This is an optimization exercise on Yosys and OpenROAD, whose aim is small area, a short achievable clock period and few clock cycles per item, not a production implementation. RTL that was checked went through simulation tests only; none was proved equivalent to the original. Only the layout flow was run in run 2; the RTL was not checked for function there. Power and IR drop assume default switching activity.

==> flow/design.v, too long to show whole: its modules and the start of the top module <==
// module fp32_mul: 1116 lines
// module rnd23: 11 lines
// module add8c: 4 lines
// module fa: 4 lines
// module fa1: 4 lines
// module ha: 4 lines
module fp32_mul (
    input  wire        clk,
    input  wire        rst,
    input  wire        in_valid,
    input  wire [31:0] op_a,
    input  wire [31:0] op_b,
    output reg         out_valid,
    output reg  [31:0] result
);
  // ...
==> flow/flow/run.sh <==
#!/bin/bash
# Layout flow: the standard ORFS flow (standard.sh, unchanged synthesis),
# with the port buffers made from a regular buffer cell rather than the
# delay-buffer cell that buffer_ports picks by default.
set -euo pipefail
cd "$(dirname "$0")/.."
bash standard.sh "BUFFER_PORTS_ARGS=-buffer_cell sky130_fd_sc_hd__buf_2" finish > flow_make.log 2>&1
==> flow/standard.sh <==
#!/bin/bash
# synth_recipe.tcl (not shown) runs the flow's synth.tcl, then flattens the netlist and writes it again
# the make line also repeats each setting of config.mk as NAME=value (left out here)
make -C /OpenROAD-flow-scripts/flow DESIGN_CONFIG=/design/flow/config.mk WORK_HOME=/design/flow/orfs CLKGATE_MAP_FILE= SYNTH_SCRIPT=/design/flow/synth_recipe.tcl "${@:-finish}"
==> flow/config.mk <==
export PLATFORM = sky130hd
export DESIGN_NAME = fp32_mul
export DESIGN_NICKNAME = fp32_mul
export VERILOG_FILES = /design/flow/design.v
export SDC_FILE = /design/flow/constraint.sdc
export NUM_CORES = 4
export LEC_CHECK = 0
export CAP_MARGIN = 20
export CORE_MARGIN = 2
export CORE_UTILIZATION = 60
export CTS_CLUSTER_DIAMETER = 120
export CTS_CLUSTER_SIZE = 25
export SLEW_MARGIN = 70
export SYNTH_HIERARCHICAL = 1
==> flow/constraint.sdc <==
create_clock -name core_clock -period 11.0 [get_ports {clk}]
set_input_delay 2.2000 -clock core_clock [delete_from_list [all_inputs] [get_ports {clk}]]
set_output_delay 2.2000 -clock core_clock [all_outputs]
set_load 0.01 [all_outputs]
==> reports/summary.txt, run 1 <==
Outcome - finished clean
Yosys warnings - 7
Setup Crit Path Kind - flop to flop
NetSw - 3.35 mW
Startpoint Class - flop
Worst R2R Setup Slack - 7.42 ns
Global Route met2 Usage - 0.499
CTS Buf Count - 16
Mapped Area - 0.0223 mm^2
H-tree depth - 1
WL met3 - 6.10 mm
Met1 WL - 25.2 mm
Setup TNS - 0 ns
Endpoints failing setup - 0
Commonest non-fill, non-tap cell in the layout - xnor2_1
Post-route clock skew - 0.0420 ns
Vias in the first global route - 17400
Final Hold Fails - 0
PnR worst setup slack - 7.42 ns
Initial Util - 0.610
Max clock buf depth - 3
Max layer used - met5
DRT Pass-1 Iters - 8
Cells after synthesis - 2134
Worst Tran Pin Value - 0.453 ns
Final wirelength - 60.1 mm
Final Non-Filler Cells - 2603
Hold WS - 0.324 ns
Clk pwr share - 0.087
Reg power frac - 0.249
Root buffer cell - clkbuf_16
Comb_multi_in - 1537
FMAX - 279 MHz
Worst vdd rail ir drop - 0.177 mV
Combinational power share - 0.664
Worst Path Buf+Inv - 1
GRT Total Usage - 0.318
Core area - 0.0366 mm^2
Met2 routed WL - 27.0 mm
R2r endpoint - h3[19]
WL per Instance - 23.1 um
Synthesis-to-finish area growth - 6.35%
Clock transition at path regs - 0.11 ns
Die area - 0.0387 mm^2
GR Layer Usage met1 - 0.440
Testbench counts, summed over its fixed seeds: cycles 16,024, items 16,000.
==> run 2, diff against run 1 <==
--- a/flow/design.v
+++ b/flow/design.v
@@ -673,17 +673,17 @@
   fa u_fa256 (.a(rq[116]), .b(rq[117]), .c(rq[118]), .s(fs256), .co(fc256));
   fa u_fa257 (.a(rq[119]), .b(rq[120]), .c(rq[121]), .s(fs257), .co(fc257));
   fa u_fa258 (.a(rq[122]), .b(rq[123]), .c(rq[124]), .s(fs258), .co(fc258));
   fa u_fa259 (.a(rq[125]), .b(rq[126]), .c(rq[127]), .s(fs259), .co(fc259));
   fa1 u_fa260 (.a(rq[128]), .b(rq[129]), .s(fs260), .co(fc260));
   fa u_fa261 (.a(rq[130]), .b(rq[131]), .c(rq[132]), .s(fs261), .co(fc261));
   fa1 u_fa262 (.a(rq[133]), .b(rq[134]), .s(fs262), .co(fc262));
   fa1 u_fa263 (.a(rq[135]), .b(rq[136]), .s(fs263), .co(fc263));
-  wire gg1, pp2, gg3, pp4, gg5, pp6, gg7, pp8, gg9, pp10, gg11, pp12, gg13, pp14, gg15, pp16, gg17, pp18, gg19, pp20, gg21, pp22, gg23, pp24, gg25, pp26, gg27, pp28, gg29, pp30, gg31, pp32, gg33, pp34, gg35, pp36, gg37, pp38, gg39, pp40, gg41, pp42, gg43, pp44, gg45, pp46, gg47, pp48, gg49, pp50, gg51, pp52, gg53, pp54, gg55, pp56, gg57, pp58, gg59, pp60, gg61, pp62, gg63, pp64, gg65, pp66, gg67, pp68, gg69, pp70, gg71, pp72, gg73, pp74, gg75, pp76, gg77, pp78, gg79, pp80, gg81, pp82, gg83, pp84, gg85, pp86, gg87, pp88, gg89, pp90, gg91, pp92, gg93, pp94, gg95, pp96, g97, p98, g99, p100, g101, p102, g103, p104, g105, p106, g107, p108, g109, p110, g111, p112, g113, p114, g115, p116, g117, p118, g119, p120, g121, p122, g123, p124, g125, p126, g127, p128, g129, p130, g131, p132, g133, p134, g135, p136, g137, p138, g139, p140, g141, p142, g143, p144, g145, p146, g147, p148, g149, p150, g151, p152, g153, p154, g155, p156, g157, p158, g159, p160, g161, p162, g163, p164, g165, p166, g167, p168, g169, p170, g171, p172, g173, p174, g175, p176, g177, p178, g179, p180, g181, p182, g183, p184, g185, p186, g187, p188, g189, p190, g191, p192, g193, p194, g195, p196, g197, p198, g199, p200, g201, p202, g203, p204, g205, p206, g207, p208, g209, p210, g211, p212, g213, p214, g215, p216, g217, p218, g219, p220, g221, p222, g223, p224, g225, p226, g227, p228, g229, p230, g231, p232, g233, p234, g235, p236, g237, p238, g239, p240, g241, p242, g243, p244, g245, p246, g247, p248, g249, p250, g251, p252, g253, p254, g255, p256, g257, p258, g259, p260, g261, p262, g263, p264, g265, p266, g267, p268, g269, p270, g271, p272, g273, p274, g275, p276, g277, p278, g279, p280, g281, p282, g283, p284, g285, p286, g287, p288, g289, p290, g291, p292, g293, p294, g295, p296, g297, p298, g299, p300, g301, p302, g303, p304, g305, p306, g307, p308, g309, p310, g311, p312, g313, p314, g315, p316, g317, p318, g319, p320, g321, p322, g323, p324, g325, p326, g327, p328, g329, p330, g331, p332, g333, p334, g335, p336, g337, p338, g339, p340, g341, p342, g343, p344, g345, p346, g347, p348, g349, p350, g351, p352, g353, p354, g355, p356, z357, z358, z359, z360, z361, z362, z363, z364, z365, z366, z367, z368, z369, z370, z371, z372, z373, z374, z375, z376, z377, z378;
+  wire gg1, pp2, gg3, pp4, gg5, pp6, gg7, pp8, gg9, pp10, gg11, pp12, gg13, pp14, gg15, pp16, gg17, pp18, gg19, pp20, gg21, pp22, gg23, pp24, gg25, pp26, gg27, pp28, gg29, pp30, gg31, pp32, gg33, pp34, gg35, pp36, gg37, pp38, gg39, pp40, gg41, pp42, gg43, pp44, gg45, pp46, gg47, pp48, gg49, pp50, gg51, pp52, gg53, pp54, gg55, pp56, gg57, pp58, gg59, pp60, gg61, pp62, gg63, pp64, gg65, pp66, gg67, pp68, gg69, pp70, gg71, pp72, gg73, pp74, gg75, pp76, gg77, pp78, gg79, pp80, gg81, pp82, gg83, pp84, gg85, pp86, gg87, pp88, gg89, pp90, gg91, pp92, gg93, pp94, gg95, pp96, g97, p98, g99, p100, g101, p102, g103, p104, g105, p106, g107, p108, g109, p110, g111, p112, g113, p114, g115, p116, g117, p118, g119, p120, g121, p122, g123, p124, g125, p126, g127, p128, g129, p130, g131, p132, g133, p134, g135, p136, g137, p138, g139, p140, g141, p142, g143, p144, g145, p146, g147, p148, g149, p150, g151, p152, g153, p154, g155, p156, g157, p158, g159, p160, g161, p162, g163, p164, g165, p166, g167, p168, g169, p170, g171, p172, g173, p174, g175, p176, g177, p178, g179, p180, g181, p182, g183, p184, g185, p186, g187, p188, g189, p190, g191, p192, g193, p194, g195, p196, g197, p198, g199, p200, g201, p202, g203, p204, g205, p206, g207, p208, g209, p210, g211, p212, g213, p214, g215, p216, g217, p218, g219, p220, g221, p222, g223, p224, g225, p226, g227, p228, g229, p230, g231, p232, g233, p234, g235, p236, g237, p238, g239, p240, g241, p242, g243, p244, g245, p246, g247, p248, g249, p250, g251, p252, g253, p254, g255, p256, g257, p258, g259, p260, g261, p262, g263, p264, g265, p266, g267, p268, g269, p270, g271, p272, g273, p274, g275, p276, g277, p278, g279, p280, g281, p282, g283, p284, g285, p286, g287, p288, g289, p290, g291, p292, g293, p294, g295, p296, g297, p298, g299, p300, g301, p302, g303, p304, g305, p306, g307, p308, g309, p310, g311, p312, g313, p314, g315, p316, g317, p318, g319, p320, g321, p322, g323, p324, g325, p326, g327, p328, g329, p330, g331, p332, g333, p334, g335, p336, g337, p338, g339, p340, g341, p342, g343, p344, g345, p346, g347, p348, g349, p350, g351, p352, g353, p354, g355, p356, g357, p358, g359, p360, g361, p362, g363, p364, g365, p366, g367, p368, g369, p370, g371, p372, g373, p374, g375, p376, g377, p378, g379, p380, g381, p382, g383, p384, g385, p386, g387, p388, g389, p390, g391, p392, g393, p394, g395, p396, g397, p398, g399, p400, g401, p402, g403, p404, g405, p406, g407, p408, g409, p410, g411, p412, g413, p414, g415, p416, g417, p418, g419, p420, g421, p422, g423, p424, g425, p426, g427, p428, g429, p430, g431, p432, g433, p434, g435, p436, g437, p438, g439, p440, g441, p442, g443, p444, g445, p446, g447, p448, g449, p450, g451, p452, g453, p454, g455, p456, g457, p458, g459, p460, g461, p462, g463, p464, g465, p466, g467, p468, g469, p470, g471, p472, g473, p474, g475, p476, g477, p478, g479, p480, g481, p482, g483, p484, g485, p486, g487, p488, g489, p490, g491, p492, g493, p494, g495, p496, g497, p498, g499, p500, g501, p502, g503, p504, g505, p506, g507, p508, g509, p510, g511, p512, g513, p514, g515, p516, g517, p518, g519, p520, g521, p522, g523, p524, g525, p526, g527, p528, g529, p530, g531, p532, g533, p534, g535, p536, g537, p538, g539, p540, g541, p542, g543, p544, g545, p546, g547, p548, g549, p550, g551, p552, g553, p554, g555, p556, g557, p558, z559, z560, z561, z562, z563, z564, z565, z566, z567, z568, z569, z570, z571, z572, z573, z574, z575, z576, z577, z578, z579, z580;
   assign gg1 = rq[0] & rq[1];
   assign pp2 = rq[0] ^ rq[1];
   assign gg3 = rq[2] & 1'b0;
   assign pp4 = rq[2] ^ 1'b0;
   assign gg5 = rq[5] & hs28;
   assign pp6 = rq[5] ^ hs28;
   assign gg7 = hs29 & hc28;
   assign pp8 = hs29 ^ hc28;
@@ -772,324 +772,526 @@
   assign gg91 = fs261 & fc260;
   assign pp92 = fs261 ^ fc260;
   assign gg93 = fs262 & fc261;
   assign pp94 = fs262 ^ fc261;
   assign gg95 = fs263 & fc262;
   assign pp96 = fs263 ^ fc262;
   assign g97 = gg1 | (pp2 & 1'b0);
   assign p98 = pp2 & 1'b0;
-  assign g99 = gg5 | (pp6 & gg3);
-  assign p100 = pp6 & pp4;
-  assign g101 = gg9 | (pp10 & gg7);
-  assign p102 = pp10 & pp8;
-  assign g103 = gg13 | (pp14 & gg11);
-  assign p104 = pp14 & pp12;
-  assign g105 = gg17 | (pp18 & gg15);
-  assign p106 = pp18 & pp16;
-  assign g107 = gg21 | (pp22 & gg19);
-  assign p108 = pp22 & pp20;
-  assign g109 = gg25 | (pp26 & gg23);
-  assign p110 = pp26 & pp24;
-  assign g111 = gg29 | (pp30 & gg27);
-  assign p112 = pp30 & pp28;
-  assign g113 = gg33 | (pp34 & gg31);
-  assign p114 = pp34 & pp32;
-  assign g115 = gg37 | (pp38 & gg35);
-  assign p116 = pp38 & pp36;
-  assign g117 = gg41 | (pp42 & gg39);
-  assign p118 = pp42 & pp40;
-  assign g119 = gg45 | (pp46 & gg43);
-  assign p120 = pp46 & pp44;
-  assign g121 = gg49 | (pp50 & gg47);
-  assign p122 = pp50 & pp48;
-  assign g123 = gg53 | (pp54 & gg51);
-  assign p124 = pp54 & pp52;
-  assign g125 = gg57 | (pp58 & gg55);
-  assign p126 = pp58 & pp56;
-  assign g127 = gg61 | (pp62 & gg59);
-  assign p128 = pp62 & pp60;
-  assign g129 = gg65 | (pp66 & gg63);
-  assign p130 = pp66 & pp64;
-  assign g131 = gg69 | (pp70 & gg67);
-  assign p132 = pp70 & pp68;
-  assign g133 = gg73 | (pp74 & gg71);
-  assign p134 = pp74 & pp72;
-  assign g135 = gg77 | (pp78 & gg75);
-  assign p136 = pp78 & pp76;
-  assign g137 = gg81 | (pp82 & gg79);
-  assign p138 = pp82 & pp80;
-  assign g139 = gg85 | (pp86 & gg83);
-  assign p140 = pp86 & pp84;
-  assign g141 = gg89 | (pp90 & gg87);
-  assign p142 = pp90 & pp88;
-  assign g143 = gg93 | (pp94 & gg91);
-  assign p144 = pp94 & pp92;
-  assign g145 = gg3 | (pp4 & g97);
-  assign p146 = pp4 & p98;
-  assign g147 = g99 | (p100 & g97);
-  assign p148 = p100 & p98;
-  assign g149 = gg11 | (pp12 & g101);
-  assign p150 = pp12 & p102;
-  assign g151 = g103 | (p104 & g101);
-  assign p152 = p104 & p102;
-  assign g153 = gg19 | (pp20 & g105);
-  assign p154 = pp20 & p106;
-  assign g155 = g107 | (p108 & g105);
-  assign p156 = p108 & p106;
-  assign g157 = gg27 | (pp28 & g109);
-  assign p158 = pp28 & p110;
-  assign g159 = g111 | (p112 & g109);
-  assign p160 = p112 & p110;
-  assign g161 = gg35 | (pp36 & g113);
-  assign p162 = pp36 & p114;
-  assign g163 = g115 | (p116 & g113);
-  assign p164 = p116 & p114;
-  assign g165 = gg43 | (pp44 & g117);
-  assign p166 = pp44 & p118;
-  assign g167 = g119 | (p120 & g117);
-  assign p168 = p120 & p118;
-  assign g169 = gg51 | (pp52 & g121);
-  assign p170 = pp52 & p122;
-  assign g171 = g123 | (p124 & g121);
-  assign p172 = p124 & p122;
-  assign g173 = gg59 | (pp60 & g125);
-  assign p174 = pp60 & p126;
-  assign g175 = g127 | (p128 & g125);
-  assign p176 = p128 & p126;
-  assign g177 = gg67 | (pp68 & g129);
-  assign p178 = pp68 & p130;
-  assign g179 = g131 | (p132 & g129);
-  assign p180 = p132 & p130;
-  assign g181 = gg75 | (pp76 & g133);
-  assign p182 = pp76 & p134;
-  assign g183 = g135 | (p136 & g133);
-  assign p184 = p136 & p134;
-  assign g185 = gg83 | (pp84 & g137);
-  assign p186 = pp84 & p138;
-  assign g187 = g139 | (p140 & g137);
-  assign p188 = p140 & p138;
-  assign g189 = gg91 | (pp92 & g141);
-  assign p190 = pp92 & p142;
-  assign g191 = g143 | (p144 & g141);
-  assign p192 = p144 & p142;
-  assign g193 = gg7 | (pp8 & g147);
-  assign p194 = pp8 & p148;
-  assign g195 = g101 | (p102 & g147);
-  assign p196 = p102 & p148;
-  assign g197 = g149 | (p150 & g147);
-  assign p198 = p150 & p148;
-  assign g199 = g151 | (p152 & g147);
-  assign p200 = p152 & p148;
-  assign g201 = gg23 | (pp24 & g155);
-  assign p202 = pp24 & p156;
-  assign g203 = g109 | (p110 & g155);
-  assign p204 = p110 & p156;
-  assign g205 = g157 | (p158 & g155);
-  assign p206 = p158 & p156;
-  assign g207 = g159 | (p160 & g155);
-  assign p208 = p160 & p156;
-  assign g209 = gg39 | (pp40 & g163);
-  assign p210 = pp40 & p164;
-  assign g211 = g117 | (p118 & g163);
-  assign p212 = p118 & p164;
-  assign g213 = g165 | (p166 & g163);
-  assign p214 = p166 & p164;
-  assign g215 = g167 | (p168 & g163);
-  assign p216 = p168 & p164;
-  assign g217 = gg55 | (pp56 & g171);
-  assign p218 = pp56 & p172;
-  assign g219 = g125 | (p126 & g171);
-  assign p220 = p126 & p172;
-  assign g221 = g173 | (p174 & g171);
-  assign p222 = p174 & p172;
-  assign g223 = g175 | (p176 & g171);
-  assign p224 = p176 & p172;
-  assign g225 = gg71 | (pp72 & g179);
-  assign p226 = pp72 & p180;
-  assign g227 = g133 | (p134 & g179);
-  assign p228 = p134 & p180;
-  assign g229 = g181 | (p182 & g179);
-  assign p230 = p182 & p180;
-  assign g231 = g183 | (p184 & g179);
-  assign p232 = p184 & p180;
-  assign g233 = gg87 | (pp88 & g187);
-  assign p234 = pp88 & p188;
-  assign g235 = g141 | (p142 & g187);
-  assign p236 = p142 & p188;
-  assign g237 = g189 | (p190 & g187);
-  assign p238 = p190 & p188;
-  assign g239 = g191 | (p192 & g187);
-  assign p240 = p192 & p188;
-  assign g241 = gg15 | (pp16 & g199);
-  assign p242 = pp16 & p200;
-  assign g243 = g105 | (p106 & g199);
-  assign p244 = p106 & p200;
-  assign g245 = g153 | (p154 & g199);
-  assign p246 = p154 & p200;
-  assign g247 = g155 | (p156 & g199);
-  assign p248 = p156 & p200;
-  assign g249 = g201 | (p202 & g199);
-  assign p250 = p202 & p200;
-  assign g251 = g203 | (p204 & g199);
-  assign p252 = p204 & p200;
-  assign g253 = g205 | (p206 & g199);
-  assign p254 = p206 & p200;
-  assign g255 = g207 | (p208 & g199);
-  assign p256 = p208 & p200;
-  assign g257 = gg47 | (pp48 & g215);
-  assign p258 = pp48 & p216;
-  assign g259 = g121 | (p122 & g215);
-  assign p260 = p122 & p216;
-  assign g261 = g169 | (p170 & g215);
-  assign p262 = p170 & p216;
-  assign g263 = g171 | (p172 & g215);
-  assign p264 = p172 & p216;
-  assign g265 = g217 | (p218 & g215);
-  assign p266 = p218 & p216;
-  assign g267 = g219 | (p220 & g215);
-  assign p268 = p220 & p216;
-  assign g269 = g221 | (p222 & g215);
-  assign p270 = p222 & p216;
-  assign g271 = g223 | (p224 & g215);
-  assign p272 = p224 & p216;
-  assign g273 = gg79 | (pp80 & g231);
-  assign p274 = pp80 & p232;
-  assign g275 = g137 | (p138 & g231);
-  assign p276 = p138 & p232;
-  assign g277 = g185 | (p186 & g231);
-  assign p278 = p186 & p232;
-  assign g279 = g187 | (p188 & g231);
-  assign p280 = p188 & p232;
-  assign g281 = g233 | (p234 & g231);
-  assign p282 = p234 & p232;
-  assign g283 = g235 | (p236 & g231);
-  assign p284 = p236 & p232;
-  assign g285 = g237 | (p238 & g231);
-  assign p286 = p238 & p232;
-  assign g287 = g239 | (p240 & g231);
-  assign p288 = p240 & p232;
-  assign g289 = gg31 | (pp32 & g255);
-  assign p290 = pp32 & p256;
-  assign g291 = g113 | (p114 & g255);
-  assign p292 = p114 & p256;
-  assign g293 = g161 | (p162 & g255);
-  assign p294 = p162 & p256;
-  assign g295 = g163 | (p164 & g255);
-  assign p296 = p164 & p256;
-  assign g297 = g209 | (p210 & g255);
-  assign p298 = p210 & p256;
-  assign g299 = g211 | (p212 & g255);
-  assign p300 = p212 & p256;
-  assign g301 = g213 | (p214 & g255);
-  assign p302 = p214 & p256;
-  assign g303 = g215 | (p216 & g255);
-  assign p304 = p216 & p256;
-  assign g305 = g257 | (p258 & g255);
-  assign p306 = p258 & p256;
-  assign g307 = g259 | (p260 & g255);
-  assign p308 = p260 & p256;
-  assign g309 = g261 | (p262 & g255);
-  assign p310 = p262 & p256;
-  assign g311 = g263 | (p264 & g255);
-  assign p312 = p264 & p256;
-  assign g313 = g265 | (p266 & g255);
-  assign p314 = p266 & p256;
-  assign g315 = g267 | (p268 & g255);
-  assign p316 = p268 & p256;
-  assign g317 = g269 | (p270 & g255);
-  assign p318 = p270 & p256;
-  assign g319 = g271 | (p272 & g255);
-  assign p320 = p272 & p256;
-  assign g321 = gg95 | (pp96 & g287);
-  assign p322 = pp96 & p288;
-  assign g323 = gg63 | (pp64 & g319);
-  assign p324 = pp64 & p320;
-  assign g325 = g129 | (p130 & g319);
-  assign p326 = p130 & p320;
-  assign g327 = g177 | (p178 & g319);
-  assign p328 = p178 & p320;
-  assign g329 = g179 | (p180 & g319);
-  assign p330 = p180 & p320;
-  assign g331 = g225 | (p226 & g319);
-  assign p332 = p226 & p320;
-  assign g333 = g227 | (p228 & g319);
-  assign p334 = p228 & p320;
-  assign g335 = g229 | (p230 & g319);
-  assign p336 = p230 & p320;
-  assign g337 = g231 | (p232 & g319);
-  assign p338 = p232 & p320;
-  assign g339 = g273 | (p274 & g319);
-  assign p340 = p274 & p320;
-  assign g341 = g275 | (p276 & g319);
-  assign p342 = p276 & p320;
-  assign g343 = g277 | (p278 & g319);
-  assign p344 = p278 & p320;
-  assign g345 = g279 | (p280 & g319);
-  assign p346 = p280 & p320;
-  assign g347 = g281 | (p282 & g319);
-  assign p348 = p282 & p320;
-  assign g349 = g283 | (p284 & g319);
-  assign p350 = p284 & p320;
-  assign g351 = g285 | (p286 & g319);
-  assign p352 = p286 & p320;
-  assign g353 = g287 | (p288 & g319);
-  assign p354 = p288 & p320;
-  assign g355 = g321 | (p322 & g319);
-  assign p356 = p322 & p320;
+  assign g99 = gg3 | (pp4 & gg1);
+  assign p100 = pp4 & pp2;
+  assign g101 = gg5 | (pp6 & gg3);
+  assign p102 = pp6 & pp4;
+  assign g103 = gg7 | (pp8 & gg5);
+  assign p104 = pp8 & pp6;
+  assign g105 = gg9 | (pp10 & gg7);
+  assign p106 = pp10 & pp8;
+  assign g107 = gg11 | (pp12 & gg9);
+  assign p108 = pp12 & pp10;
+  assign g109 = gg13 | (pp14 & gg11);
+  assign p110 = pp14 & pp12;
+  assign g111 = gg15 | (pp16 & gg13);
+  assign p112 = pp16 & pp14;
+  assign g113 = gg17 | (pp18 & gg15);
+  assign p114 = pp18 & pp16;
+  assign g115 = gg19 | (pp20 & gg17);
+  assign p116 = pp20 & pp18;
+  assign g117 = gg21 | (pp22 & gg19);
+  assign p118 = pp22 & pp20;
+  assign g119 = gg23 | (pp24 & gg21);
+  assign p120 = pp24 & pp22;
+  assign g121 = gg25 | (pp26 & gg23);
+  assign p122 = pp26 & pp24;
+  assign g123 = gg27 | (pp28 & gg25);
+  assign p124 = pp28 & pp26;
+  assign g125 = gg29 | (pp30 & gg27);
+  assign p126 = pp30 & pp28;
+  assign g127 = gg31 | (pp32 & gg29);
+  assign p128 = pp32 & pp30;
+  assign g129 = gg33 | (pp34 & gg31);
+  assign p130 = pp34 & pp32;
+  assign g131 = gg35 | (pp36 & gg33);
+  assign p132 = pp36 & pp34;
+  assign g133 = gg37 | (pp38 & gg35);
+  assign p134 = pp38 & pp36;
+  assign g135 = gg39 | (pp40 & gg37);
+  assign p136 = pp40 & pp38;
+  assign g137 = gg41 | (pp42 & gg39);
+  assign p138 = pp42 & pp40;
+  assign g139 = gg43 | (pp44 & gg41);
+  assign p140 = pp44 & pp42;
+  assign g141 = gg45 | (pp46 & gg43);
+  assign p142 = pp46 & pp44;
+  assign g143 = gg47 | (pp48 & gg45);
+  assign p144 = pp48 & pp46;
+  assign g145 = gg49 | (pp50 & gg47);
+  assign p146 = pp50 & pp48;
+  assign g147 = gg51 | (pp52 & gg49);
+  assign p148 = pp52 & pp50;
+  assign g149 = gg53 | (pp54 & gg51);
+  assign p150 = pp54 & pp52;
+  assign g151 = gg55 | (pp56 & gg53);
+  assign p152 = pp56 & pp54;
+  assign g153 = gg57 | (pp58 & gg55);
+  assign p154 = pp58 & pp56;
+  assign g155 = gg59 | (pp60 & gg57);
+  assign p156 = pp60 & pp58;
+  assign g157 = gg61 | (pp62 & gg59);
+  assign p158 = pp62 & pp60;
+  assign g159 = gg63 | (pp64 & gg61);
+  assign p160 = pp64 & pp62;
+  assign g161 = gg65 | (pp66 & gg63);
+  assign p162 = pp66 & pp64;
+  assign g163 = gg67 | (pp68 & gg65);
+  assign p164 = pp68 & pp66;
+  assign g165 = gg69 | (pp70 & gg67);
+  assign p166 = pp70 & pp68;
+  assign g167 = gg71 | (pp72 & gg69);
+  assign p168 = pp72 & pp70;
+  assign g169 = gg73 | (pp74 & gg71);
+  assign p170 = pp74 & pp72;
+  assign g171 = gg75 | (pp76 & gg73);
+  assign p172 = pp76 & pp74;
+  assign g173 = gg77 | (pp78 & gg75);
+  assign p174 = pp78 & pp76;
+  assign g175 = gg79 | (pp80 & gg77);
+  assign p176 = pp80 & pp78;
+  assign g177 = gg81 | (pp82 & gg79);
+  assign p178 = pp82 & pp80;
+  assign g179 = gg83 | (pp84 & gg81);
+  assign p180 = pp84 & pp82;
+  assign g181 = gg85 | (pp86 & gg83);
+  assign p182 = pp86 & pp84;
+  assign g183 = gg87 | (pp88 & gg85);
+  assign p184 = pp88 & pp86;
+  assign g185 = gg89 | (pp90 & gg87);
+  assign p186 = pp90 & pp88;
+  assign g187 = gg91 | (pp92 & gg89);
+  assign p188 = pp92 & pp90;
+  assign g189 = gg93 | (pp94 & gg91);
+  assign p190 = pp94 & pp92;
+  assign g191 = gg95 | (pp96 & gg93);
+  assign p192 = pp96 & pp94;
+  assign g193 = g99 | (p100 & 1'b0);
+  assign p194 = p100 & 1'b0;
+  assign g195 = g101 | (p102 & g97);
+  assign p196 = p102 & p98;
+  assign g197 = g103 | (p104 & g99);
+  assign p198 = p104 & p100;
+  assign g199 = g105 | (p106 & g101);
+  assign p200 = p106 & p102;
+  assign g201 = g107 | (p108 & g103);
+  assign p202 = p108 & p104;
+  assign g203 = g109 | (p110 & g105);
+  assign p204 = p110 & p106;
+  assign g205 = g111 | (p112 & g107);
+  assign p206 = p112 & p108;
+  assign g207 = g113 | (p114 & g109);
+  assign p208 = p114 & p110;
+  assign g209 = g115 | (p116 & g111);
+  assign p210 = p116 & p112;
+  assign g211 = g117 | (p118 & g113);
+  assign p212 = p118 & p114;
+  assign g213 = g119 | (p120 & g115);
+  assign p214 = p120 & p116;
+  assign g215 = g121 | (p122 & g117);
+  assign p216 = p122 & p118;
+  assign g217 = g123 | (p124 & g119);
+  assign p218 = p124 & p120;
+  assign g219 = g125 | (p126 & g121);
+  assign p220 = p126 & p122;
+  assign g221 = g127 | (p128 & g123);
+  assign p222 = p128 & p124;
+  assign g223 = g129 | (p130 & g125);
+  assign p224 = p130 & p126;
+  assign g225 = g131 | (p132 & g127);
+  assign p226 = p132 & p128;
+  assign g227 = g133 | (p134 & g129);
+  assign p228 = p134 & p130;
+  assign g229 = g135 | (p136 & g131);
+  assign p230 = p136 & p132;
+  assign g231 = g137 | (p138 & g133);
+  assign p232 = p138 & p134;
+  assign g233 = g139 | (p140 & g135);
+  assign p234 = p140 & p136;
+  assign g235 = g141 | (p142 & g137);
+  assign p236 = p142 & p138;
+  assign g237 = g143 | (p144 & g139);
+  assign p238 = p144 & p140;
+  assign g239 = g145 | (p146 & g141);
+  assign p240 = p146 & p142;
+  assign g241 = g147 | (p148 & g143);
+  assign p242 = p148 & p144;
+  assign g243 = g149 | (p150 & g145);
+  assign p244 = p150 & p146;
+  assign g245 = g151 | (p152 & g147);
+  assign p246 = p152 & p148;
+  assign g247 = g153 | (p154 & g149);
+  assign p248 = p154 & p150;
+  assign g249 = g155 | (p156 & g151);
+  assign p250 = p156 & p152;
+  assign g251 = g157 | (p158 & g153);
+  assign p252 = p158 & p154;
+  assign g253 = g159 | (p160 & g155);
+  assign p254 = p160 & p156;
+  assign g255 = g161 | (p162 & g157);
+  assign p256 = p162 & p158;
+  assign g257 = g163 | (p164 & g159);
+  assign p258 = p164 & p160;
+  assign g259 = g165 | (p166 & g161);
+  assign p260 = p166 & p162;
+  assign g261 = g167 | (p168 & g163);
+  assign p262 = p168 & p164;
+  assign g263 = g169 | (p170 & g165);
+  assign p264 = p170 & p166;
+  assign g265 = g171 | (p172 & g167);
+  assign p266 = p172 & p168;
+  assign g267 = g173 | (p174 & g169);
+  assign p268 = p174 & p170;
+  assign g269 = g175 | (p176 & g171);
+  assign p270 = p176 & p172;
+  assign g271 = g177 | (p178 & g173);
+  assign p272 = p178 & p174;
+  assign g273 = g179 | (p180 & g175);
+  assign p274 = p180 & p176;
+  assign g275 = g181 | (p182 & g177);
+  assign p276 = p182 & p178;
+  assign g277 = g183 | (p184 & g179);
+  assign p278 = p184 & p180;
+  assign g279 = g185 | (p186 & g181);
+  assign p280 = p186 & p182;
+  assign g281 = g187 | (p188 & g183);
+  assign p282 = p188 & p184;
+  assign g283 = g189 | (p190 & g185);
+  assign p284 = p190 & p186;
+  assign g285 = g191 | (p192 & g187);
+  assign p286 = p192 & p188;
+  assign g287 = g197 | (p198 & 1'b0);
+  assign p288 = p198 & 1'b0;
+  assign g289 = g199 | (p200 & g97);
+  assign p290 = p200 & p98;
+  assign g291 = g201 | (p202 & g193);
+  assign p292 = p202 & p194;
+  assign g293 = g203 | (p204 & g195);
+  assign p294 = p204 & p196;
+  assign g295 = g205 | (p206 & g197);
+  assign p296 = p206 & p198;
+  assign g297 = g207 | (p208 & g199);
+  assign p298 = p208 & p200;
+  assign g299 = g209 | (p210 & g201);
+  assign p300 = p210 & p202;
+  assign g301 = g211 | (p212 & g203);
+  assign p302 = p212 & p204;
+  assign g303 = g213 | (p214 & g205);
+  assign p304 = p214 & p206;
+  assign g305 = g215 | (p216 & g207);
+  assign p306 = p216 & p208;
+  assign g307 = g217 | (p218 & g209);
+  assign p308 = p218 & p210;
+  assign g309 = g219 | (p220 & g211);
+  assign p310 = p220 & p212;
+  assign g311 = g221 | (p222 & g213);
+  assign p312 = p222 & p214;
+  assign g313 = g223 | (p224 & g215);
+  assign p314 = p224 & p216;
+  assign g315 = g225 | (p226 & g217);
+  assign p316 = p226 & p218;
+  assign g317 = g227 | (p228 & g219);
+  assign p318 = p228 & p220;
+  assign g319 = g229 | (p230 & g221);
+  assign p320 = p230 & p222;
+  assign g321 = g231 | (p232 & g223);
+  assign p322 = p232 & p224;
+  assign g323 = g233 | (p234 & g225);
+  assign p324 = p234 & p226;
+  assign g325 = g235 | (p236 & g227);
+  assign p326 = p236 & p228;
+  assign g327 = g237 | (p238 & g229);
+  assign p328 = p238 & p230;
+  assign g329 = g239 | (p240 & g231);
+  assign p330 = p240 & p232;
+  assign g331 = g241 | (p242 & g233);
+  assign p332 = p242 & p234;
+  assign g333 = g243 | (p244 & g235);
+  assign p334 = p244 & p236;
+  assign g335 = g245 | (p246 & g237);
+  assign p336 = p246 & p238;
+  assign g337 = g247 | (p248 & g239);
+  assign p338 = p248 & p240;
+  assign g339 = g249 | (p250 & g241);
+  assign p340 = p250 & p242;
+  assign g341 = g251 | (p252 & g243);
+  assign p342 = p252 & p244;
+  assign g343 = g253 | (p254 & g245);
+  assign p344 = p254 & p246;
+  assign g345 = g255 | (p256 & g247);
+  assign p346 = p256 & p248;
+  assign g347 = g257 | (p258 & g249);
+  assign p348 = p258 & p250;
+  assign g349 = g259 | (p260 & g251);
+  assign p350 = p260 & p252;
+  assign g351 = g261 | (p262 & g253);
+  assign p352 = p262 & p254;
+  assign g353 = g263 | (p264 & g255);
+  assign p354 = p264 & p256;
+  assign g355 = g265 | (p266 & g257);
+  assign p356 = p266 & p258;
+  assign g357 = g267 | (p268 & g259);
+  assign p358 = p268 & p260;
+  assign g359 = g269 | (p270 & g261);
+  assign p360 = p270 & p262;
+  assign g361 = g271 | (p272 & g263);
+  assign p362 = p272 & p264;
+  assign g363 = g273 | (p274 & g265);
+  assign p364 = p274 & p266;
+  assign g365 = g275 | (p276 & g267);
+  assign p366 = p276 & p268;
+  assign g367 = g277 | (p278 & g269);
+  assign p368 = p278 & p270;
+  assign g369 = g279 | (p280 & g271);
+  assign p370 = p280 & p272;
+  assign g371 = g281 | (p282 & g273);
+  assign p372 = p282 & p274;
+  assign g373 = g283 | (p284 & g275);
+  assign p374 = p284 & p276;
+  assign g375 = g285 | (p286 & g277);
+  assign p376 = p286 & p278;
+  assign g377 = g295 | (p296 & 1'b0);
+  assign p378 = p296 & 1'b0;
+  assign g379 = g297 | (p298 & g97);
+  assign p380 = p298 & p98;
+  assign g381 = g299 | (p300 & g193);
+  assign p382 = p300 & p194;
+  assign g383 = g301 | (p302 & g195);
+  assign p384 = p302 & p196;
+  assign g385 = g303 | (p304 & g287);
+  assign p386 = p304 & p288;
+  assign g387 = g305 | (p306 & g289);
+  assign p388 = p306 & p290;
+  assign g389 = g307 | (p308 & g291);
+  assign p390 = p308 & p292;
+  assign g391 = g309 | (p310 & g293);
+  assign p392 = p310 & p294;
+  assign g393 = g311 | (p312 & g295);
+  assign p394 = p312 & p296;
+  assign g395 = g313 | (p314 & g297);
+  assign p396 = p314 & p298;
+  assign g397 = g315 | (p316 & g299);
+  assign p398 = p316 & p300;
+  assign g399 = g317 | (p318 & g301);
+  assign p400 = p318 & p302;
+  assign g401 = g319 | (p320 & g303);
+  assign p402 = p320 & p304;
+  assign g403 = g321 | (p322 & g305);
+  assign p404 = p322 & p306;
+  assign g405 = g323 | (p324 & g307);
+  assign p406 = p324 & p308;
+  assign g407 = g325 | (p326 & g309);
+  assign p408 = p326 & p310;
+  assign g409 = g327 | (p328 & g311);
+  assign p410 = p328 & p312;
+  assign g411 = g329 | (p330 & g313);
+  assign p412 = p330 & p314;
+  assign g413 = g331 | (p332 & g315);
+  assign p414 = p332 & p316;
+  assign g415 = g333 | (p334 & g317);
+  assign p416 = p334 & p318;
+  assign g417 = g335 | (p336 & g319);
+  assign p418 = p336 & p320;
+  assign g419 = g337 | (p338 & g321);
+  assign p420 = p338 & p322;
+  assign g421 = g339 | (p340 & g323);
+  assign p422 = p340 & p324;
+  assign g423 = g341 | (p342 & g325);
+  assign p424 = p342 & p326;
+  assign g425 = g343 | (p344 & g327);
+  assign p426 = p344 & p328;
+  assign g427 = g345 | (p346 & g329);
+  assign p428 = p346 & p330;
+  assign g429 = g347 | (p348 & g331);
+  assign p430 = p348 & p332;
+  assign g431 = g349 | (p350 & g333);
+  assign p432 = p350 & p334;
+  assign g433 = g351 | (p352 & g335);
+  assign p434 = p352 & p336;
+  assign g435 = g353 | (p354 & g337);
+  assign p436 = p354 & p338;
+  assign g437 = g355 | (p356 & g339);
+  assign p438 = p356 & p340;
+  assign g439 = g357 | (p358 & g341);
+  assign p440 = p358 & p342;
+  assign g441 = g359 | (p360 & g343);
+  assign p442 = p360 & p344;
+  assign g443 = g361 | (p362 & g345);
+  assign p444 = p362 & p346;
+  assign g445 = g363 | (p364 & g347);
+  assign p446 = p364 & p348;
+  assign g447 = g365 | (p366 & g349);
+  assign p448 = p366 & p350;
+  assign g449 = g367 | (p368 & g351);
+  assign p450 = p368 & p352;
+  assign g451 = g369 | (p370 & g353);
+  assign p452 = p370 & p354;
+  assign g453 = g371 | (p372 & g355);
+  assign p454 = p372 & p356;
+  assign g455 = g373 | (p374 & g357);
+  assign p456 = p374 & p358;
+  assign g457 = g375 | (p376 & g359);
+  assign p458 = p376 & p360;
+  assign g459 = g393 | (p394 & 1'b0);
+  assign p460 = p394 & 1'b0;
+  assign g461 = g395 | (p396 & g97);
+  assign p462 = p396 & p98;
+  assign g463 = g397 | (p398 & g193);
+  assign p464 = p398 & p194;
+  assign g465 = g399 | (p400 & g195);
+  assign p466 = p400 & p196;
+  assign g467 = g401 | (p402 & g287);
+  assign p468 = p402 & p288;
+  assign g469 = g403 | (p404 & g289);
+  assign p470 = p404 & p290;
+  assign g471 = g405 | (p406 & g291);
+  assign p472 = p406 & p292;
+  assign g473 = g407 | (p408 & g293);
+  assign p474 = p408 & p294;
+  assign g475 = g409 | (p410 & g377);
+  assign p476 = p410 & p378;
+  assign g477 = g411 | (p412 & g379);
+  assign p478 = p412 & p380;
+  assign g479 = g413 | (p414 & g381);
+  assign p480 = p414 & p382;
+  assign g481 = g415 | (p416 & g383);
+  assign p482 = p416 & p384;
+  assign g483 = g417 | (p418 & g385);
+  assign p484 = p418 & p386;
+  assign g485 = g419 | (p420 & g387);
+  assign p486 = p420 & p388;
+  assign g487 = g421 | (p422 & g389);
+  assign p488 = p422 & p390;
+  assign g489 = g423 | (p424 & g391);
+  assign p490 = p424 & p392;
+  assign g491 = g425 | (p426 & g393);
+  assign p492 = p426 & p394;
+  assign g493 = g427 | (p428 & g395);
+  assign p494 = p428 & p396;
+  assign g495 = g429 | (p430 & g397);
+  assign p496 = p430 & p398;
+  assign g497 = g431 | (p432 & g399);
+  assign p498 = p432 & p400;
+  assign g499 = g433 | (p434 & g401);
+  assign p500 = p434 & p402;
+  assign g501 = g435 | (p436 & g403);
+  assign p502 = p436 & p404;
+  assign g503 = g437 | (p438 & g405);
+  assign p504 = p438 & p406;
+  assign g505 = g439 | (p440 & g407);
+  assign p506 = p440 & p408;
+  assign g507 = g441 | (p442 & g409);
+  assign p508 = p442 & p410;
+  assign g509 = g443 | (p444 & g411);
+  assign p510 = p444 & p412;
+  assign g511 = g445 | (p446 & g413);
+  assign p512 = p446 & p414;
+  assign g513 = g447 | (p448 & g415);
+  assign p514 = p448 & p416;
+  assign g515 = g449 | (p450 & g417);
+  assign p516 = p450 & p418;
+  assign g517 = g451 | (p452 & g419);
+  assign p518 = p452 & p420;
+  assign g519 = g453 | (p454 & g421);
+  assign p520 = p454 & p422;
+  assign g521 = g455 | (p456 & g423);
+  assign p522 = p456 & p424;
+  assign g523 = g457 | (p458 & g425);
+  assign p524 = p458 & p426;
+  assign g525 = g491 | (p492 & 1'b0);
+  assign p526 = p492 & 1'b0;
+  assign g527 = g493 | (p494 & g97);
+  assign p528 = p494 & p98;
+  assign g529 = g495 | (p496 & g193);
+  assign p530 = p496 & p194;
+  assign g531 = g497 | (p498 & g195);
+  assign p532 = p498 & p196;
+  assign g533 = g499 | (p500 & g287);
+  assign p534 = p500 & p288;
+  assign g535 = g501 | (p502 & g289);
+  assign p536 = p502 & p290;
+  assign g537 = g503 | (p504 & g291);
+  assign p538 = p504 & p292;
+  assign g539 = g505 | (p506 & g293);
+  assign p540 = p506 & p294;
+  assign g541 = g507 | (p508 & g377);
+  assign p542 = p508 & p378;
+  assign g543 = g509 | (p510 & g379);
+  assign p544 = p510 & p380;
+  assign g545 = g511 | (p512 & g381);
+  assign p546 = p512 & p382;
+  assign g547 = g513 | (p514 & g383);
+  assign p548 = p514 & p384;
+  assign g549 = g515 | (p516 & g385);
+  assign p550 = p516 & p386;
+  assign g551 = g517 | (p518 & g387);
+  assign p552 = p518 & p388;
+  assign g553 = g519 | (p520 & g389);
+  assign p554 = p520 & p390;
+  assign g555 = g521 | (p522 & g391);
+  assign p556 = p522 & p392;
+  assign g557 = g523 | (p524 & g459);
+  assign p558 = p524 & p460;
   wire [25:0] h;
-  assign h[0] = pp46 ^ g301;
-  assign h[1] = pp48 ^ g303;
-  assign h[2] = pp50 ^ g305;
-  assign h[3] = pp52 ^ g307;
-  assign h[4] = pp54 ^ g309;
-  assign h[5] = pp56 ^ g311;
-  assign h[6] = pp58 ^ g313;
-  assign h[7] = pp60 ^ g315;
-  assign h[8] = pp62 ^ g317;
-  assign h[9] = pp64 ^ g319;
-  assign h[10] = pp66 ^ g323;
-  assign h[11] = pp68 ^ g325;
-  assign h[12] = pp70 ^ g327;
-  assign h[13] = pp72 ^ g329;
-  assign h[14] = pp74 ^ g331;
-  assign h[15] = pp76 ^ g333;
-  assign h[16] = pp78 ^ g335;
-  assign h[17] = pp80 ^ g337;
-  assign h[18] = pp82 ^ g339;
-  assign h[19] = pp84 ^ g341;
-  assign h[20] = pp86 ^ g343;
-  assign h[21] = pp88 ^ g345;
-  assign h[22] = pp90 ^ g347;
-  assign h[23] = pp92 ^ g349;
-  assign h[24] = pp94 ^ g351;
-  assign h[25] = pp96 ^ g353;
-  assign z357 = rq[0] ^ rq[1];
-  assign z358 = (rq[2] ^ 1'b0) ^ (rq[0] | rq[1]);
-  assign z359 = (rq[5] ^ hs28) ^ (rq[2] | 1'b0);
-  assign z360 = (hs29 ^ hc28) ^ (rq[5] | hs28);
-  assign z361 = (fs220 ^ hc29) ^ (hs29 | hc28);
-  assign z362 = (fs221 ^ fc220) ^ (fs220 | hc29);
-  assign z363 = (fs222 ^ fc221) ^ (fs221 | fc220);
-  assign z364 = (fs223 ^ fc222) ^ (fs222 | fc221);
-  assign z365 = (fs224 ^ fc223) ^ (fs223 | fc222);
-  assign z366 = (fs225 ^ fc224) ^ (fs224 | fc223);
-  assign z367 = (fs226 ^ fc225) ^ (fs225 | fc224);
-  assign z368 = (fs227 ^ fc226) ^ (fs226 | fc225);
-  assign z369 = (fs228 ^ fc227) ^ (fs227 | fc226);
-  assign z370 = (fs229 ^ fc228) ^ (fs228 | fc227);
-  assign z371 = (fs230 ^ fc229) ^ (fs229 | fc228);
-  assign z372 = (fs231 ^ fc230) ^ (fs230 | fc229);
-  assign z373 = (fs232 ^ fc231) ^ (fs231 | fc230);
-  assign z374 = (fs233 ^ fc232) ^ (fs232 | fc231);
-  assign z375 = (fs234 ^ fc233) ^ (fs233 | fc232);
-  assign z376 = (fs235 ^ fc234) ^ (fs234 | fc233);
-  assign z377 = (fs236 ^ fc235) ^ (fs235 | fc234);
-  assign z378 = (fs237 ^ fc236) ^ (fs236 | fc235);
-  wire sticky = z357 | z358 | z359 | z360 | z361 | z362 | z363 | z364 | z365 | z366 | z367 | z368 | z369 | z370 | z371 | z372 | z373 | z374 | z375 | z376 | z377 | z378;
+  assign h[0] = pp46 ^ g471;
+  assign h[1] = pp48 ^ g473;
+  assign h[2] = pp50 ^ g475;
+  assign h[3] = pp52 ^ g477;
+  assign h[4] = pp54 ^ g479;
+  assign h[5] = pp56 ^ g481;
+  assign h[6] = pp58 ^ g483;
+  assign h[7] = pp60 ^ g485;
+  assign h[8] = pp62 ^ g487;
+  assign h[9] = pp64 ^ g489;
+  assign h[10] = pp66 ^ g525;
+  assign h[11] = pp68 ^ g527;
+  assign h[12] = pp70 ^ g529;
+  assign h[13] = pp72 ^ g531;
+  assign h[14] = pp74 ^ g533;
+  assign h[15] = pp76 ^ g535;
+  assign h[16] = pp78 ^ g537;
+  assign h[17] = pp80 ^ g539;
+  assign h[18] = pp82 ^ g541;
+  assign h[19] = pp84 ^ g543;
+  assign h[20] = pp86 ^ g545;
+  assign h[21] = pp88 ^ g547;
+  assign h[22] = pp90 ^ g549;
+  assign h[23] = pp92 ^ g551;
+  assign h[24] = pp94 ^ g553;
+  assign h[25] = pp96 ^ g555;
+  assign z559 = rq[0] ^ rq[1];
+  assign z560 = (rq[2] ^ 1'b0) ^ (rq[0] | rq[1]);
+  assign z561 = (rq[5] ^ hs28) ^ (rq[2] | 1'b0);
+  assign z562 = (hs29 ^ hc28) ^ (rq[5] | hs28);
+  assign z563 = (fs220 ^ hc29) ^ (hs29 | hc28);
+  assign z564 = (fs221 ^ fc220) ^ (fs220 | hc29);
+  assign z565 = (fs222 ^ fc221) ^ (fs221 | fc220);
+  assign z566 = (fs223 ^ fc222) ^ (fs222 | fc221);
+  assign z567 = (fs224 ^ fc223) ^ (fs223 | fc222);
+  assign z568 = (fs225 ^ fc224) ^ (fs224 | fc223);
+  assign z569 = (fs226 ^ fc225) ^ (fs225 | fc224);
+  assign z570 = (fs227 ^ fc226) ^ (fs226 | fc225);
+  assign z571 = (fs228 ^ fc227) ^ (fs227 | fc226);
+  assign z572 = (fs229 ^ fc228) ^ (fs228 | fc227);
+  assign z573 = (fs230 ^ fc229) ^ (fs229 | fc228);
+  assign z574 = (fs231 ^ fc230) ^ (fs230 | fc229);
+  assign z575 = (fs232 ^ fc231) ^ (fs231 | fc230);
+  assign z576 = (fs233 ^ fc232) ^ (fs232 | fc231);
+  assign z577 = (fs234 ^ fc233) ^ (fs233 | fc232);
+  assign z578 = (fs235 ^ fc234) ^ (fs234 | fc233);
+  assign z579 = (fs236 ^ fc235) ^ (fs235 | fc234);
+  assign z580 = (fs237 ^ fc236) ^ (fs236 | fc235);
+  wire sticky = z559 | z560 | z561 | z562 | z563 | z564 | z565 | z566 | z567 | z568 | z569 | z570 | z571 | z572 | z573 | z574 | z575 | z576 | z577 | z578 | z579 | z580;
   reg        v3, s3, q3, st3, kill3;
   reg [7:0]  e3;
   reg [25:0] h3;
   always @(posedge clk) begin
     if (rst) v3 <= 1'b0; else v3 <= v2;
     s3 <= s2;
     q3 <= q2;
     kill3 <= kill2;
==> flow/config.mk (replaced) <==
export PLATFORM = sky130hd
export DESIGN_NAME = fp32_mul
export DESIGN_NICKNAME = fp32_mul
export VERILOG_FILES = /design/flow/design.v
export SDC_FILE = /design/flow/constraint.sdc
export NUM_CORES = 4
export LEC_CHECK = 0
export CAP_MARGIN = 20
export CORE_MARGIN = 2
export CORE_UTILIZATION = 60
export SLEW_MARGIN = 70
export SYNTH_HIERARCHICAL = 1
==> run 2 against run 1 <==
  * Sequential power hardly changed
  * Cell count is 6.8% higher
  * Utilization grew 1.8 points
  * Largest cell class unchanged
  * Largest power group unchanged
==> reports/summary.txt, run 2 <==
Slew HR - 0.687 (was 0.696)
Combinational power share - 0.663 (was 0.664)
Filler cell count - 3075 (was 3020)
Worst Setup SP - rq[29] (was rq[26])
Root buffer cell - clkbuf_16 (unchanged)
Regs by FF count - rq x137, result x32, h3 x26 (unchanged)
Max-slew violation count - 0 (unchanged)
Grt peak-use layer - met2 (unchanged)
Internal power - 4.83 mW (was 3.99 mW)
Core area - 0.0377 mm^2 (was 0.0366 mm^2)
Arr. time, crit path - 3.97 ns (was 4.03 ns)
First-pass GRT wire length - 97.9 mm (was 95.4 mm)
Reg-to-Reg Start - rq[29] (was rq[26])
Remaining Overflow, GRT - 0 (unchanged)
Max reg flops - 137 (unchanged)
Final worst path period share - 0.321 (was 0.325)
Cells after synthesis - 2224 (was 2134)
Worst setup EP type - flop (unchanged)
DRT Pass-1 Iters - 7 (was 8)
Hold WS - 0.323 ns (was 0.324 ns)
Final wirelength - 63.4 mm (was 60.1 mm)
Synthesized area per cell - 10.3 um^2 (was 10.5 um^2)
PwrDens - 354 mW/mm^2 (was 309 mW/mm^2)
CTS Buf Count - 35 (was 16)
Synthesis-to-finish area growth - 9.59% (was 6.35%)
Die W - 199 um (was 197 um)
CTS Hold Buffers Added - 0 (unchanged)
Tot Pwr - 8.90 mW (was 7.34 mW)
RePlAce Congestion - 0.889 (was 0.862)
Layout Nets - 2697 (was 2586)
Endpoints failing setup - 0 (unchanged)
Vias in the first global route - 17500 (was 17400)
WL per Instance - 22.8 um (was 23.1 um)
Commonest non-fill, non-tap cell in the layout - xnor2_1 (unchanged)
Num Clock Sinks - 304 (unchanged)
Rows - 71 (was 70)
Hold Crit Class - flop to flop (unchanged)
Outcome - finished clean (unchanged)
Worst Tran Pin Value - 0.470 ns (was 0.453 ns)
Clk pwr share - 0.133 (was 0.087)
Switching share of power - 0.458 (was 0.456)
DP Worst Slack - 7.14 ns (was 7.11 ns)
Die height - 199 um (was 197 um)
Clock transition at path regs - 0.06 ns (was 0.11 ns)
Final Hold Fails - 0 (unchanged)
Commonest cells after routing, fill and taps aside - xnor2_1 (329), dfxtp_1 (299), a22oi_1 (264), fa_1 (256), ha_1 (129) (was xnor2_1 (328), dfxtp_1 (297), a22oi_1 (264), fa_1 (257), ha_1 (129))
H-tree depth - 2 (was 1)
Port Buffers - 99 (unchanged)
Global Route met2 Usage - 0.505 (was 0.499)
NetSw - 4.08 mW (was 3.35 mW)
Routed Antenna Nets - 0 (unchanged)
Vias - 17200 (was 16400)
# DRC - 0 (unchanged)
HP Start - q2 (was e2[2])
Drt first-iter violations - 1885 (was 1629)
GRT Total Usage - 0.326 (was 0.318)
P_leak - 10.3 nW (was 9.64 nW)
Register bank with the most flops - rq (unchanged)
Tmin final - 3.53 ns (was 3.58 ns)
RSZ-0062 raised after global routing - no (unchanged)
Fraction of layout cells with a size suffix above 1 - 0.121 (was 0.101)
CP Max Fanout - 5 (was 9)
Mapped Area - 0.0229 mm^2 (was 0.0223 mm^2)
Setup TNS - 0 ns (unchanged)
Syn Nets - 2676 (was 2587)
Worst vdd rail ir drop - 0.193 mV (was 0.177 mV)
Resized cells post-CTS - 0 (unchanged)
Setup Crit Path Kind - flop to flop (unchanged)
Reg power frac - 0.204 (was 0.249)
Final core occ - 0.667 (was 0.648)
Yosys warnings - 7 (unchanged)
GR Layer Usage met1 - 0.434 (was 0.440)
CTS tree - yes (unchanged)
Die area - 0.0398 mm^2 (was 0.0387 mm^2)
Worst Path Required - 11.44 ns (was 11.45 ns)
Initial Util - 0.608 (was 0.610)
FMAX - 283 MHz (was 279 MHz)
Initial antenna violation count - 2 (was 1)
IO Pins - 100 (unchanged)
Final HPWL DP - 42.2 mm (was 39.9 mm)
Largest net degree at the start of global routing - 30 (unchanged)
Via-to-Cell Ratio - 6.19 (was 6.29)
Post-CTS Repair Setup Buffers - 0 (unchanged)
Post-route clock skew - 0.0159 ns (was 0.0420 ns)
Met3 Use GR - 0.0942 (was 0.0729)
Max Cap Viol - 0 (unchanged)
Max clock buf depth - 3 (unchanged)
PnR worst setup slack - 7.47 ns (was 7.42 ns)
Startpoint Class - flop (unchanged)
Worst skew pair latency - 0.57 ns (was 0.55 ns)
run 2: final timing paths:
path             to  slack (ns)  depth (start not counted)
max          h3[18]        7.47                         11
min              q3        0.32                          0
max reg2reg  h3[18]        7.47                         11
min reg2reg      q3        0.32                          0
run 2: per-stage QoR:
step	std cells	instance area, um^2
floorplan	2224	22900
detailed placement	2717	23900
finish	2781	25100
CTS	2778	25000
global route	2780	25100
global placement	2714	23800
run 2: per-layer routing:
metal | routed length (um) | share of wire
met3 | 7100 | 0.11
met1 | 26400 | 0.42
met2 | 27600 | 0.43
met4 | 2370 | 0.037
met5 | 13 | 0.00020
run 2: critical path, stage by stage (launching register included):
cell and delay, ns:
dfxtp_1 0.31, fa_1 0.69, inv_1 0.07, ha_1 0.41, nor2_1 0.07, o31ai_1 0.39, nand4_1 0.23, a211oi_2 0.41
o211ai_2 0.23, a21boi_2 0.25, nor4_1 0.07, a311o_1 0.27
run 2: power groups by stage:
stage / clock network [mW] / registers [mW] / logic, mW
after detailed placement: 0 / 1.84 / 5.75
after floorplan: 0 / 1.82 / 4.21
after CTS: 1.20 / 1.82 / 5.80
after global routing: 1.25 / 1.87 / 6.57
after global placement: 0 / 1.83 / 5.60
final: 1.18 / 1.82 / 5.91
run 2: area by class of cell:
class / count / area, um^2 / share of cell area
inverter: 117 / 439 / 0.0175
clock inverter: 14 / 179 / 0.00712
multi-input combinational: 1624 / 15700 / 0.627
tap: 511 / 639 / 0.0255
timing repair buffer: 163 / 1030 / 0.0412
sequential: 304 / 6100 / 0.243
antenna: 1 / 2.50 / 0.0000996
clock buffer: 47 / 981 / 0.0391

## port drivers added, routing unchanged
How much do the figures lean on ideal ports? The routed layouts below were timed once more, with nothing changed but the port constraints. Step 1 assumes that a clkbuf_16 drives the clock port and a buf_2 every other input. Step 2 adds t to the input delays and takes it off the output delays; t is the mean of the earliest and latest rising clock arrival at the registers after step 1. Input paths then give back, and output paths get back, about the clock's delay inside the block. Slacks: ideal / step 1 / step 2; pairs: ideal / step 1.
run	shift t [ns]	setup WS [ns]	worst hold slack (ns)	latest minus earliest clock arrival (ns)	pins driven straight from the clock port
run 1	0.587	7.421 / 7.421 / 7.189	0.324 / 0.324 / 0.324	0.042 / 0.042	1
run 2	0.620	7.472 / 7.472 / 7.200	0.323 / 0.323 / 0.323	0.016 / 0.016	1
After both steps every run listed still meets setup and hold. The setup slack of run 2, which loses most, moves by 0.000 ns with the drivers and by -0.272 ns with both steps.
